What follows belongs to an exercise in optimizing a design on an open flow for small area and a short achievable clock period; a production flow would make more cautious choices. The RTL was checked by simulation tests, not by an equivalence proof against the original design. The clock port is modelled as an ideal driver, which makes a skipped or thinned clock tree look cheaper than it is; a real chip needs a root buffer or a tree.

Design multiplier_comb_reg, start of the top module:
module multiplier_comb_reg (
    input  logic        CLK_i,
    input  logic [31:0] DIN1_i,
    input  logic [31:0] DIN2_i,
    output logic [63:0] DOUT_o
);
Size: about 2000 cells after synthesis, about 130 flip-flops, roughly 130 I/O pins.
export LEC_CHECK = 0
export CAP_MARGIN = 20
export CORE_MARGIN = 2
export CORE_UTILIZATION = 60
export SLEW_MARGIN = 20
export SYNTH_HIERARCHICAL = 1
create_clock -name core_clock -period 44.0 [get_ports {CLK_i}]
standard.sh (not shown) runs the stock make flow with config.mk's settings and CLKGATE_MAP_FILE= SYNTH_SCRIPT=/design/flow/synth_recipe.tcl, a recipe that flattens the netlist after the stock synthesis.
==> flow/flow/run.sh <==
#!/bin/bash
# Own layout flow: the standard ORFS flow (standard.sh: the standard
# synthesis, floorplan, power grid, placement, CTS and routing) with three
# changes:
#  1. between synthesis and floorplan, flow/post_synth.py re-sizes cells in the
#     synthesized netlist (drive strengths only; cell functions and flip-flop
#     cell types and names are kept);
#  2. the port buffers that buffer_ports inserts are plain buf_1 cells rather
#     than the clock-delay cells it picks by default;
#  3. at the end of the CTS step (POST_CTS_TCL hook), flow/cts_post.tcl
#     replaces the H-tree that clock_tree_synthesis built with a balanced
#     two-level tree: the clock port drives 4 clkbuf_16 buffers, each of which
#     drives 2 clkbuf_16 leaf buffers, each driving the flip-flops of one
#     region. Every flip-flop gets its clock through the same two buffer levels.
set -euo pipefail
R=orfs/results/sky130hd/multiplier_comb_reg/base
bash standard.sh synth > synth.log 2>&1
cp $R/1_2_yosys.v synth_netlist_orig.v
python3 flow/post_synth.py $R/1_2_yosys.v > post_synth.log 2>&1
diff synth_netlist_orig.v $R/1_2_yosys.v > post_synth.diff || true
touch $R/1_2_yosys.v
bash standard.sh \
  "BUFFER_PORTS_ARGS=-buffer_cell sky130_fd_sc_hd__buf_1" \
  "POST_CTS_TCL=$PWD/flow/cts_post.tcl" \
  finish > layout.log 2>&1
==> flow/flow/post_synth.py <==
#!/usr/bin/env python3
"""Re-size cells in the standard synthesis netlist before the layout.

Only drive strengths change: every cell keeps its function, and every
flip-flop keeps its name and its cell type (dfxtp).
- Combinational cells that ABC's speed script up-sized go back to their
  smallest drive strength (the problem's period puts no pressure on them);
  repair_design later re-sizes any that need it for slew or capacitance.
- The operand flip-flops that drive eight or more pins (most of them drive
  many partial-product gates) get drive strength 2, so repair_design need
  not buffer their outputs.
- Inverters that drive eight or more pins become inv_2 (same area as inv_1).
Usage: post_synth.py NETLIST (edited in place)."""
import re, sys
from collections import Counter

path = sys.argv[1]
txt = open(path).read()
OUT_PINS = {"X", "Y", "Q", "Q_N", "SUM", "COUT", "HI", "LO"}
cell_re = re.compile(r"(\n\s*)(sky130_fd_sc_hd__\w+)(\s+)(\S+)(\s*\()(.*?)(\);)", re.S)
pin_re = re.compile(r"\.(\w+)\(([^()]*)\)")
fanout = Counter()
for m in cell_re.finditer(txt):
    for p, n in pin_re.findall(m.group(6)):
        if p not in OUT_PINS and n.strip():
            fanout[n.strip()] += 1
small = set(("a21oi a21boi a22oi a211oi o211ai o21ai nor2b nand2b nor2 nand2 nor3 nand3 "
             "xor2 xnor2 o22ai a21o o21a or2 and2").split())
stats = Counter()
def fix(m):
    typ, name, body = m.group(2), m.group(4), m.group(6)
    base = re.match(r"sky130_fd_sc_hd__(\w+?)_(\d+)$", typ)
    new = typ
    if base:
        kind, size = base.group(1), base.group(2)
        outs = [n.strip() for p, n in pin_re.findall(body) if p in OUT_PINS]
        fo = max([fanout[o] for o in outs] + [0])
        if kind in small and size in ("2", "4", "8"):
            new = f"sky130_fd_sc_hd__{kind}_1"
            stats["down-sized"] += 1
        elif kind == "dfxtp" and size == "1" and fo >= 8 and re.match(r"\\din[12]_q\[\d+\]\$_DFF_P_$", name):
            new = "sky130_fd_sc_hd__dfxtp_2"
            stats["operand flip-flops to dfxtp_2"] += 1
        elif kind == "inv" and size == "1" and fo >= 8:
            new = "sky130_fd_sc_hd__inv_2"
            stats["inverters to inv_2"] += 1
    return m.group(1) + new + m.group(3) + name + m.group(5) + body + m.group(7)
txt = cell_re.sub(fix, txt)
open(path, "w").write(txt)
print("post_synth:", dict(stats))
Other scripts of this flow, unchanged in this note and not shown: flow/flow/clock_tree.tcl, flow/flow/cts_post.tcl
Next try:
--- a/flow/flow/post_synth.py
+++ b/flow/flow/post_synth.py
@@ -8,5 +8,4 @@
   repair_design later re-sizes any that need it for slew or capacitance.
-- The operand flip-flops that drive eight or more pins (most of them drive
-  many partial-product gates) get drive strength 2, so repair_design need
-  not buffer their outputs.
+- The operand flip-flops, which drive many partial-product gates each, get
+  drive strength 2, so repair_design need not buffer their outputs.
 - Inverters that drive eight or more pins become inv_2 (same area as inv_1).
@@ -40,3 +39,3 @@
             stats["down-sized"] += 1
-        elif kind == "dfxtp" and size == "1" and fo >= 8 and re.match(r"\\din[12]_q\[\d+\]\$_DFF_P_$", name):
+        elif kind == "dfxtp" and size == "1" and re.match(r"\\din[12]_q\[\d+\]\$_DFF_P_$", name):
             new = "sky130_fd_sc_hd__dfxtp_2"
Final cell count stays flat.
Final area is about the same.
Worst setup slack is worse by 0.0098 ns.
Global-route usage goes up by 0.36 points.
Clock skew went up by 0.0064 ns.
Routed wire length rose by 0.95%.
Next try:
- CORE_UTILIZATION: 60 -> 68
- PLACE_DENSITY: not set -> 0.75
Outcome: Global-route usage grows by 4.8 points. Synthesized cell count does not change. Setup slack is about the same.
No run of this note takes its clock network from TritonCTS; it comes from the design's own scripts or RTL.

* * *

multiplier_comb_reg, a different RTL version from the one above (not shown whole).
Size in the first run: roughly 2100 cells after synthesis, ~130 flip-flops, about 130 I/O pins, ~22000 um2 of cells after synthesis.
Settings: LEC_CHECK=0, CAP_MARGIN=20, CORE_MARGIN=2, CORE_UTILIZATION=60, SLEW_MARGIN=20, SYNTH_HIERARCHICAL=1; clock period 44.0 ns.
==> flow/flow/run.sh <==
#!/bin/bash
# Own layout flow: the standard ORFS flow (standard.sh: the standard
# synthesis, floorplan, power grid, placement, CTS and routing) with two changes:
#  1. between synthesis and floorplan, flow/post_synth.py re-sizes cells in the
#     synthesized netlist (drive strengths only; cell functions and flip-flop
#     cell types and names are kept);
#  2. the port buffers that buffer_ports inserts are plain buf_1 cells rather
#     than the clock-delay cells it picks by default.
set -euo pipefail
R=orfs/results/sky130hd/multiplier_comb_reg/base
bash standard.sh synth > synth.log 2>&1
cp $R/1_2_yosys.v synth_netlist_orig.v
python3 flow/post_synth.py $R/1_2_yosys.v > post_synth.log 2>&1
diff synth_netlist_orig.v $R/1_2_yosys.v > post_synth.diff || true
touch $R/1_2_yosys.v
bash standard.sh "BUFFER_PORTS_ARGS=-buffer_cell sky130_fd_sc_hd__buf_1" finish > layout.log 2>&1
==> flow/flow/post_synth.py <==
#!/usr/bin/env python3
"""Re-size cells in the standard synthesis netlist before the layout.

- Combinational cells that ABC's speed script up-sized go back to their
  smallest drive strength (the problem's period puts no pressure on them);
  repair_design later re-sizes any that need it for slew or capacitance.
- The operand flip-flops, which drive many partial-product gates each, get
  drive strength 2 (same cell type, dfxtp), so repair_design does not have to
  add a buffer after each of them.
Usage: post_synth.py NETLIST (edited in place)."""
import re, sys

path = sys.argv[1]
txt = open(path).read()
small = ("a21oi a21boi a22oi a211oi o211ai o21ai nor2b nand2b nor2 nand2 nor3 nand3 "
         "xor2 xnor2 o22ai a21o o21a or2 and2").split()
n1 = 0
def down(m):
    global n1
    n1 += 1
    return f"sky130_fd_sc_hd__{m.group(1)}_1 "
txt = re.sub(r"\bsky130_fd_sc_hd__(" + "|".join(small) + r")_(2|4|8) ", down, txt)
n2 = 0
def ff(m):
    global n2
    n2 += 1
    return "sky130_fd_sc_hd__dfxtp_2 " + m.group(1)
txt = re.sub(r"\bsky130_fd_sc_hd__dfxtp_1 (\\din[12]_q\[\d+\]\$_DFF_P_ )", ff, txt)
open(path, "w").write(txt)
print(f"post_synth: {n1} cells down-sized, {n2} operand flip-flops set to dfxtp_2")
Rerun with:
==> flow/flow/run.sh (replaced) <==
#!/bin/bash
# Own layout flow: the standard ORFS flow (standard.sh: the standard
# synthesis, floorplan, power grid, placement, CTS and routing) with two changes:
#  1. after synthesis, combinational cells that ABC's speed script up-sized
#     (the design has no timing pressure at the design's period) go back to
#     their smallest drive strength; repair_design re-sizes any that need it.
#     Flip-flops are left exactly as synthesis made them.
#  2. the port buffers that buffer_ports inserts are plain buf_1 cells rather
#     than the clock-delay cells it picks by default.
set -euo pipefail
R=orfs/results/sky130hd/multiplier_comb_reg/base
bash standard.sh synth > synth.log 2>&1
cp $R/1_2_yosys.v synth_netlist_orig.v
sed -E -i \
  -e 's/\bsky130_fd_sc_hd__(a21oi|a21boi|a22oi|a211oi|o211ai|o21ai|nor2b|nand2b|nor2|nand2|nor3|nand3|inv|xor2|xnor2|o22ai|a21o|o21a|or2|and2)_(2|4|8)\b/sky130_fd_sc_hd__\1_1/g' \
  $R/1_2_yosys.v
diff synth_netlist_orig.v $R/1_2_yosys.v > downsize.diff || true
touch $R/1_2_yosys.v
bash standard.sh "BUFFER_PORTS_ARGS=-buffer_cell sky130_fd_sc_hd__buf_1" finish > layout.log 2>&1
- CORE_UTILIZATION: 60 -> 40
- CTS_BUF_LIST: default -> sky130_fd_sc_hd__clkbuf_4 sky130_fd_sc_hd__clkbuf_8
- CTS_CLUSTER_DIAMETER: default -> 200
- CTS_CLUSTER_SIZE: default -> 32
removed: flow/flow/post_synth.py
What happened:
- critical path depth is unchanged
- worst setup slack got worse by 0.13 ns
- cell count grows by about 12%
- utilization came out lower by 22 points
- routed wire length is about the same
- first-iteration DRC count goes down by about 10%
- flip-flop and latch count stays the same
Rerun with:
==> flow/flow/run.sh (replaced) <==
#!/bin/bash
# Own layout flow: the standard ORFS flow (standard.sh: the standard
# synthesis, floorplan, power grid, placement, CTS and routing) with two changes:
#  1. between synthesis and floorplan, flow/post_synth.py re-sizes cells in the
#     synthesized netlist (drive strengths only; cell functions and flip-flop
#     cell types and names are kept);
#  2. the port buffers that buffer_ports inserts are plain buf_1 cells rather
#     than the clock-delay cells it picks by default.
set -euo pipefail
R=orfs/results/sky130hd/multiplier_comb_reg/base
bash standard.sh synth > synth.log 2>&1
cp $R/1_2_yosys.v synth_netlist_orig.v
python3 flow/post_synth.py $R/1_2_yosys.v > post_synth.log 2>&1
diff synth_netlist_orig.v $R/1_2_yosys.v > post_synth.diff || true
touch $R/1_2_yosys.v
bash standard.sh "BUFFER_PORTS_ARGS=-buffer_cell sky130_fd_sc_hd__buf_1" finish > layout.log 2>&1
==> flow/flow/post_synth.py (new file) <==
#!/usr/bin/env python3
"""Re-size cells in the standard synthesis netlist before the layout.

- Combinational cells that ABC's speed script up-sized go back to their
  smallest drive strength (the problem's period puts no pressure on them);
  repair_design later re-sizes any that need it for slew or capacitance.
- The operand flip-flops, which drive many partial-product gates each, get
  drive strength 2 (same cell type, dfxtp), so repair_design does not have to
  add a buffer after each of them.
Usage: post_synth.py NETLIST (edited in place)."""
import re, sys

path = sys.argv[1]
txt = open(path).read()
small = ("a21oi a21boi a22oi a211oi o211ai o21ai nor2b nand2b nor2 nand2 nor3 nand3 "
         "xor2 xnor2 o22ai a21o o21a or2 and2").split()
n1 = 0
def down(m):
    global n1
    n1 += 1
    return f"sky130_fd_sc_hd__{m.group(1)}_1 "
txt = re.sub(r"\bsky130_fd_sc_hd__(" + "|".join(small) + r")_(2|4|8) ", down, txt)
n2 = 0
def ff(m):
    global n2
    n2 += 1
    return "sky130_fd_sc_hd__dfxtp_2 " + m.group(1)
txt = re.sub(r"\bsky130_fd_sc_hd__dfxtp_1 (\\din[12]_q\[\d+\]\$_DFF_P_ )", ff, txt)
open(path, "w").write(txt)
print(f"post_synth: {n1} cells down-sized, {n2} operand flip-flops set to dfxtp_2")
- CTS_BUF_LIST: sky130_fd_sc_hd__clkbuf_4 sky130_fd_sc_hd__clkbuf_8 -> default
- CTS_CLUSTER_DIAMETER: 200 -> default
- CTS_CLUSTER_SIZE: 32 -> default
The new run passed the timing, design-rule and antenna checks.
Synthesized area rose by 0.36%.
Via count drops by about 1.1%.
Setup slack is better by 0.12 ns.
Utilization came out lower by 0.11 points.
Sequential share of layout area is higher by 0.35 points.
Routed wire length hardly moves.

separate check: timing with driven ports:
No port has a modelled driver above. Below, the same layouts with a new extraction and two added sets of constraints. Step 1 sets driving cells, clkbuf_16 on the clock port and buf_2 on the other inputs (assumed; they add their load-dependent delay and slew). Step 2, shift: input delay + t, output delay - t, t = (earliest + latest rising clock arrival at the registers) / 2. This alone moves slack from input paths to output paths. a / b / c = no drivers / after step 1 / after step 2; a / b = the first two.
run	shift t [ns]	setup slack, ns	worst setup path at the end	worst register clock-pin slew, ns
the first run of note 1	0.404	34.398 / 34.287 / 34.691	register to output	0.09 / 0.09
the second run of note 1	0.412	34.389 / 34.271 / 34.683	register to output	0.09 / 0.09
the third run of note 1	0.399	34.387 / 34.274 / 34.674	register to output	0.11 / 0.11
the first run of note 2	0.526	34.260 / 34.206 / 34.732	register to output	0.08 / 0.08
the second run of note 2	0.624	34.131 / 34.078 / 34.702	register to output	0.10 / 0.10
the third run of note 2	0.544	34.246 / 34.183 / 34.726	register to output	0.07 / 0.07
After both steps every run listed still meets setup and hold.
